This is an optimization exercise on Yosys and OpenROAD, whose aim is small area and a short achievable clock period, not a production implementation. Power and IR drop assume default switching activity.

==> flow/design.v <==
module adder(clk, rst, in_valid, operand_1, operand_2, out_valid, Sum);
input clk;
input rst;
input in_valid;
input [31:0] operand_1;
input [31:0] operand_2;
output out_valid;
output [31:0] Sum;
reg [1:0] valid;
always @(posedge clk)
    if (rst) valid <= 0;
    else valid <= {valid[0:0], in_valid};
assign out_valid = valid[1];
wire [30:0] op2_iw = operand_2[30:0];
wire [31:0] a = operand_1;
wire [30:0] b = op2_iw;
wire [8:0] d12 = {1'b0, a[30:23]} - {1'b0, b[30:23]};
wire [7:0] d21 = b[30:23] - a[30:23];
wire ge = ~d12[8];
wire [7:0] dd = ge ? d12[7:0] : d21;
wire [0:0] sgn_aw = a[31];
wire [7:0] emax_aw = ge ? a[30:23] : b[30:23];
wire [22:0] fb_aw = ge ? a[22:0] : b[22:0];
wire [22:0] fs_aw = ge ? b[22:0] : a[22:0];
wire [4:0] sh_aw = dd[4:0];
wire [0:0] shz_aw = (dd[7:5] != 3'd0) || (dd[4:3] == 2'b11);
wire [23:0] x0 = {1'b1, fs_aw};
wire [23:0] x1 = sh_aw[0] ? (x0 >> 1) : x0;
wire [23:0] x2 = sh_aw[1] ? (x1 >> 2) : x1;
wire [23:0] x3 = sh_aw[2] ? (x2 >> 4) : x2;
reg [0:0] sgn_s3;
reg [7:0] emax_s3;
reg [22:0] fb_s3;
reg [23:0] xs_s3;
reg [4:0] sh_s3;
reg [0:0] shz_s3;
always @(posedge clk) begin
    sgn_s3 <= sgn_aw;
    emax_s3 <= emax_aw;
    fb_s3 <= fb_aw;
    xs_s3 <= x3;
    sh_s3 <= sh_aw;
    shz_s3 <= shz_aw;
end
wire [23:0] xz3 = shz_s3 ? 24'd0 : xs_s3;
wire [23:0] x4 = sh_s3[3] ? (xz3 >> 8) : xz3;
wire [23:0] x5 = sh_s3[4] ? (x4 >> 16) : x4;
wire [23:0] sml = x5;
wire [24:0] ms = {1'b1, fb_s3} + sml;
reg [0:0] sgn_c;
reg [7:0] emax_c;
reg [23:0] ms_c;
always @(posedge clk) begin
    sgn_c <= sgn_s3;
    emax_c <= emax_s3;
    ms_c <= ms[24:1];
end
wire [23:0] msn = ms_c;
wire [7:0] e = emax_c + {7'd0, msn[23]};
wire [22:0] f = msn[23] ? msn[22:0] : {msn[21:0], 1'b0};
wire [31:0] res_dw = {sgn_c, e, f};
assign Sum = res_dw;
endmodule
clock: 4.0 ns
lec_check: 0
abc_area: 1
cap_margin: 20
core_margin: 2
core_utilization: 40
cts_buf_list: sky130_fd_sc_hd__clkbuf_4 sky130_fd_sc_hd__clkbuf_8
setup_slack_margin: 1.3
slew_margin: 20
standard.sh (not shown) runs the stock make flow with config.mk's settings and CLKGATE_MAP_FILE= SYNTH_SCRIPT=/design/flow/synth_recipe.tcl, a recipe that flattens the netlist after the stock synthesis.
==> flow/flow/run.sh <==
#!/bin/bash
# Standard layout with two changes:
#  - the ABC script that maps the logic (ABC_AREA=1) is flow/abc_area.script,
#    an area-oriented mapping; the registers are untouched by it;
#  - plain buf_1 cells as the port buffers.
set -e
rm -rf scripts
cp -r "$FLOW_HOME/scripts" scripts
cp flow/abc_area.script scripts/abc_area.script
export BUFFER_PORTS_ARGS="-buffer_cell sky130_fd_sc_hd__buf_1"
bash standard.sh SCRIPTS_DIR="$PWD/scripts" finish > standard.log 2>&1
==> flow/flow/abc_area.script <==
strash
dch
map -a
topo
stime -c
buffer -c
upsize -c
dnsize -c
==> next run, changes <==
==> flow/flow/run.sh (replaced) <==
#!/bin/bash
# Standard layout, with plain buf_1 cells as the port buffers.
export BUFFER_PORTS_ARGS="-buffer_cell sky130_fd_sc_hd__buf_1"
bash standard.sh > standard.log 2>&1
removed: flow/flow/abc_area.script
Result:
- The changed run completed with no timing, DRC or antenna violations
- hold slack hardly moves
- synthesized cell count climbs by 20%
- wire length came out lower by 1.6%
- count of clock-buffer cells in the layout came out lower by 1
- die area goes up by 9.4%
- power shrinks by 15%
==> next run, changes <==
--- a/flow/config.mk
+++ b/flow/config.mk
@@ -11,4 +11,4 @@
 export CORE_UTILIZATION = 40
 export CTS_BUF_LIST = sky130_fd_sc_hd__clkbuf_4 sky130_fd_sc_hd__clkbuf_8
-export SETUP_SLACK_MARGIN = 1.3
+export SETUP_SLACK_MARGIN = 1.4
 export SLEW_MARGIN = 20
=> Routed wire length is higher by 3.1%; utilization is higher by 1.1 points; cell count is higher by 0.46%; power is higher by 1.7%; sequential share of layout area is lower by 0.55 points; critical path depth stays the same; worst setup slack is better by 0.0091 ns.
==> next run, changes <==
--- a/flow/config.mk
+++ b/flow/config.mk
@@ -11,4 +11,4 @@
 export CORE_UTILIZATION = 40
 export CTS_BUF_LIST = sky130_fd_sc_hd__clkbuf_4 sky130_fd_sc_hd__clkbuf_8
-export SETUP_SLACK_MARGIN = 1.4
+export SETUP_SLACK_MARGIN = 1.5
 export SLEW_MARGIN = 20
Outcome:
- routed wire length rises by 1.8%
- clock power grows by 14%
- die area does not change
- via count came out higher by 2.0%
- synthesized area is unchanged
- global-route usage went up by 0.58 points
- power went up by 4.3%
- fmax went up by 2.5%
==> next run, changes <==
==> flow/flow/run.sh (replaced) <==
#!/bin/bash
# Standard layout with two changes:
#  - the ABC script that maps the logic (ABC_AREA=1) is flow/abc_area.script,
#    an area-oriented mapping; the registers are untouched by it;
#  - plain buf_1 cells as the port buffers.
set -e
rm -rf scripts
cp -r "$FLOW_HOME/scripts" scripts
cp flow/abc_area.script scripts/abc_area.script
export BUFFER_PORTS_ARGS="-buffer_cell sky130_fd_sc_hd__buf_1"
bash standard.sh SCRIPTS_DIR="$PWD/scripts" finish > standard.log 2>&1
==> flow/flow/abc_area.script (new file) <==
strash
dch
amap
topo
stime -c
buffer -c
upsize -c
dnsize -c
--- a/flow/config.mk
+++ b/flow/config.mk
@@ -11,4 +11,4 @@
 export CORE_UTILIZATION = 40
 export CTS_BUF_LIST = sky130_fd_sc_hd__clkbuf_4 sky130_fd_sc_hd__clkbuf_8
-export SETUP_SLACK_MARGIN = 1.5
+export SETUP_SLACK_MARGIN = 1.3
 export SLEW_MARGIN = 20
=>
- The changed run ran to the end with no violations
- fmax goes down by about a fifth
- synthesized cell count goes down by a quarter to a third
- final area stays flat
- clock skew goes down by 0.0069 ns
- die area goes down by roughly a tenth
- power goes up by a few percent
- cell count goes down by about a fifth
- setup slack degrades by 0.56 ns
No run of this note included a check of the RTL's function; only the layout flow was run.

separate check: timing with driven ports:
The results above use ideal ports. As a check the final layouts listed here were re-extracted and re-timed, cells and wires unchanged.
Step 1, drivers: a clkbuf_16 drives clk and a buf_2 each remaining input, both assumed.
Step 2, shift: input delay + t, output delay - t, t = (earliest + latest rising clock arrival at the registers) / 2. This alone moves slack from input paths to output paths.
Three values: no drivers, after step 1, after step 2; two values: the first two.
run	t, ns	setup WS [ns]	worst hold slack (ns)	worst setup path at the end	worst register clock-pin slew, ns
the first run	0.421	1.256 / 1.255 / 0.834	0.333 / 0.333 / 0.333	input to register	0.10 / 0.10
the second run	0.390	1.424 / 1.436 / 1.046	0.335 / 0.335 / 0.335	input to register	0.10 / 0.10
the third run	0.399	1.433 / 1.444 / 1.045	0.333 / 0.333 / 0.333	input to register	0.10 / 0.10
the fourth run	0.406	1.495 / 1.505 / 1.105	0.333 / 0.333 / 0.333	input to register	0.11 / 0.11
the fifth run	0.399	0.935 / 0.935 / 0.609	0.333 / 0.333 / 0.333	input to register	0.10 / 0.10
After both steps every run listed still meets setup and hold. For the first run, which loses most, drivers alone change the setup slack by -0.001 ns; drivers and shift together by -0.422 ns.
